Source: an optimization exercise on an open RTL-to-GDS flow (aim: small area, a short achievable clock period and few clock cycles). Production flows keep margins and buffers that such runs may drop. Function was checked by simulation only, so behaviour that the tests miss may differ from the original. Power is estimated from default activity; no workload was simulated.

## viterbi_decoder
module viterbi_decoder(sys_clk,rst,en,i_data,o_data,o_done);
==> flow/config.mk <==
export PLATFORM = sky130hd
export DESIGN_NAME = viterbi_decoder
export DESIGN_NICKNAME = viterbi_decoder
export VERILOG_FILES = /design/flow/design.v
export SDC_FILE = /design/flow/constraint.sdc
export NUM_CORES = 4
export LEC_CHECK = 0
export ABC_AREA = 1
export CAP_MARGIN = 20
export CORE_MARGIN = 2
export CORE_UTILIZATION = 40
export SETUP_SLACK_MARGIN = 1.1
export SLEW_MARGIN = 20
==> flow/constraint.sdc <==
create_clock -name core_clock -period 5.0 [get_ports {sys_clk}]
set_input_delay 1.0000 -clock core_clock [delete_from_list [all_inputs] [get_ports {sys_clk}]]
set_output_delay 1.0000 -clock core_clock [all_outputs]
set_load 0.01 [all_outputs]
standard.sh (not shown) runs the stock make flow with config.mk's settings and CLKGATE_MAP_FILE= SYNTH_SCRIPT=/design/flow/synth_recipe.tcl, a recipe that flattens the netlist after the stock synthesis.
==> flow/flow/run.sh <==
#!/bin/bash
# The standard layout (the standard.sh, standard synthesis unchanged),
# except that the port buffers are made from sky130_fd_sc_hd__buf_2 instead of
# the delay cell that buffer_ports picks by default. Every port still gets
# one buffer. The make output goes to make_finish.log; ORFS's own per-step
# logs are under orfs/logs/.
set -euo pipefail
bash standard.sh "BUFFER_PORTS_ARGS=-buffer_cell sky130_fd_sc_hd__buf_2" finish > make_finish.log 2>&1
The baseline went through all stages and came out clean.
Testbench counts at the start, summed over its fixed seeds: cycles 3,200.
Change:
- CORE_AREA: default -> 2 2 68 68
- CORE_MARGIN: 2 -> default
- CORE_UTILIZATION: 40 -> default
- DIE_AREA: default -> 0 0 70 70
- SETUP_SLACK_MARGIN: 1.1 -> default
=> The changed run ran to the end with no violations; area after synthesis stays the same; final area goes down by 17%; global-route usage fell by 6.2 points; combinational power came out lower by 35%.
Change:
- CORE_AREA: 2 2 68 68 -> default
- CORE_MARGIN: default -> 2
- CORE_UTILIZATION: default -> 25
- DIE_AREA: 0 0 70 70 -> default
Outcome:
- non-clock buffer count does not change
- power is about the same
- die area came out higher by about 5%


viterbi_decoder, a different RTL version from the one above (not shown whole).
For scale: roughly 330 cells after synthesis, roughly 7 flip-flops, about 2000 µm² of cells after synthesis.
export LEC_CHECK = 0
export ABC_AREA = 1
export CAP_MARGIN = 20
export CORE_MARGIN = 2
export CORE_UTILIZATION = 40
export SLEW_MARGIN = 20
create_clock -name core_clock -period 5.0 [get_ports {sys_clk}]
==> flow/flow/run.sh <==
#!/bin/bash
# Standard layout, with the port buffers made from the plain buffer cell
# instead of the delay cell that buffer_ports picks by default.
set -euo pipefail
bash standard.sh "BUFFER_PORTS_ARGS=-buffer_cell sky130_fd_sc_hd__buf_2" finish > make_finish.log 2>&1
The starting point ran to the end with no violations.
Testbench counts at the start, summed over its fixed seeds: cycles 3,200.
Then changed:
==> flow/run.sh (new file) <==
#!/bin/bash
# synth_recipe.tcl (not shown) runs the flow's synth.tcl, then flattens the netlist and writes it again
# the make line also repeats each setting of config.mk as NAME=value (left out here)
make -C /OpenROAD-flow-scripts/flow DESIGN_CONFIG=/design/flow/config.mk WORK_HOME=/design/flow/orfs CLKGATE_MAP_FILE= SYNTH_SCRIPT=/design/flow/synth_recipe.tcl finish
- SETUP_SLACK_MARGIN: default -> 1.0
removed: flow/flow/run.sh
removed: flow/standard.sh
What happened: The changed run completed with no timing, DRC or antenna violations; setup slack improves by 230 ps; synthesized cell count does not change; wire length increases by 16%.


Another version of the RTL of viterbi_decoder (not shown whole).
Size: roughly 210 cells after synthesis, about 7 flip-flops, about 1300 µm² of cells after synthesis.
export LEC_CHECK = 0
export ABC_AREA = 1
export CAP_MARGIN = 20
export CORE_MARGIN = 2
export CORE_UTILIZATION = 40
export SETUP_SLACK_MARGIN = 0.3
export SLEW_MARGIN = 20
create_clock -name core_clock -period 5.0 [get_ports {sys_clk}]
==> flow/flow/run.sh <==
#!/bin/bash
# The standard layout (the standard.sh, standard synthesis unchanged),
# except that the port buffers are made from sky130_fd_sc_hd__buf_2 instead of
# the delay cell that buffer_ports picks by default. Every port still gets
# one buffer. The make output goes to make_finish.log; ORFS's own per-step
# logs are under orfs/logs/.
set -euo pipefail
bash standard.sh "BUFFER_PORTS_ARGS=-buffer_cell sky130_fd_sc_hd__buf_2" finish > make_finish.log 2>&1
The baseline finished clean.
Testbench counts at the start, summed over its fixed seeds: cycles 3,200.
Rerun with:
Settings changed: SETUP_SLACK_MARGIN 0.3 to unset.
Non-clock buffer count does not change.
Total power hardly moves.
Via count does not change.
Sequential cell count is unchanged.
Worst setup slack degrades by 66 ps.
Critical path depth is unchanged.

separate check: timing with driven ports:
In the flow no input, the clock included, has a driving cell. The finished layouts below were timed again as built, in two steps. Step 1 (the two cells are an assumption about what drives the block):
set clk [get_ports {sys_clk}]
set_driving_cell -lib_cell sky130_fd_sc_hd__clkbuf_16 $clk
set_driving_cell -lib_cell sky130_fd_sc_hd__buf_2 [delete_from_list [all_inputs] $clk]
Step 2, shift: input delay + t, output delay - t, t = (earliest + latest rising clock arrival at the registers) / 2. This alone moves slack from input paths to output paths. Three values: ideal ports, drivers, drivers and shift; two values: the first two.
| run | t, ns | setup slack, ns | worst data-port slew with drivers (ns) | cell pins on the clock port's net |
|---|---|---|---|---|
| the first run of note 1 | 0.259 | 0.988 / 0.984 / 0.725 | 0.03 | 1 |
| the second run of note 1 | 0.249 | 0.918 / 0.918 / 0.669 | 0.03 | 1 |
| the third run of note 1 | 0.240 | 0.834 / 0.835 / 0.595 | 0.04 | 1 |
| the first run of note 2 | 0.256 | 0.767 / 0.768 / 0.513 | 0.03 | 1 |
| the second run of note 2 | 0.239 | 1.001 / 0.982 / 0.743 | 0.05 | 1 |
| the first run of note 3 | 0.264 | 0.745 / 0.746 / 0.483 | 0.03 | 1 |
| the second run of note 3 | 0.264 | 0.679 / 0.680 / 0.417 | 0.03 | 1 |
After both steps every run listed still meets setup and hold. The setup slack of the first run of note 1, which loses most, moves by -0.004 ns with the drivers and by -0.263 ns with both steps.
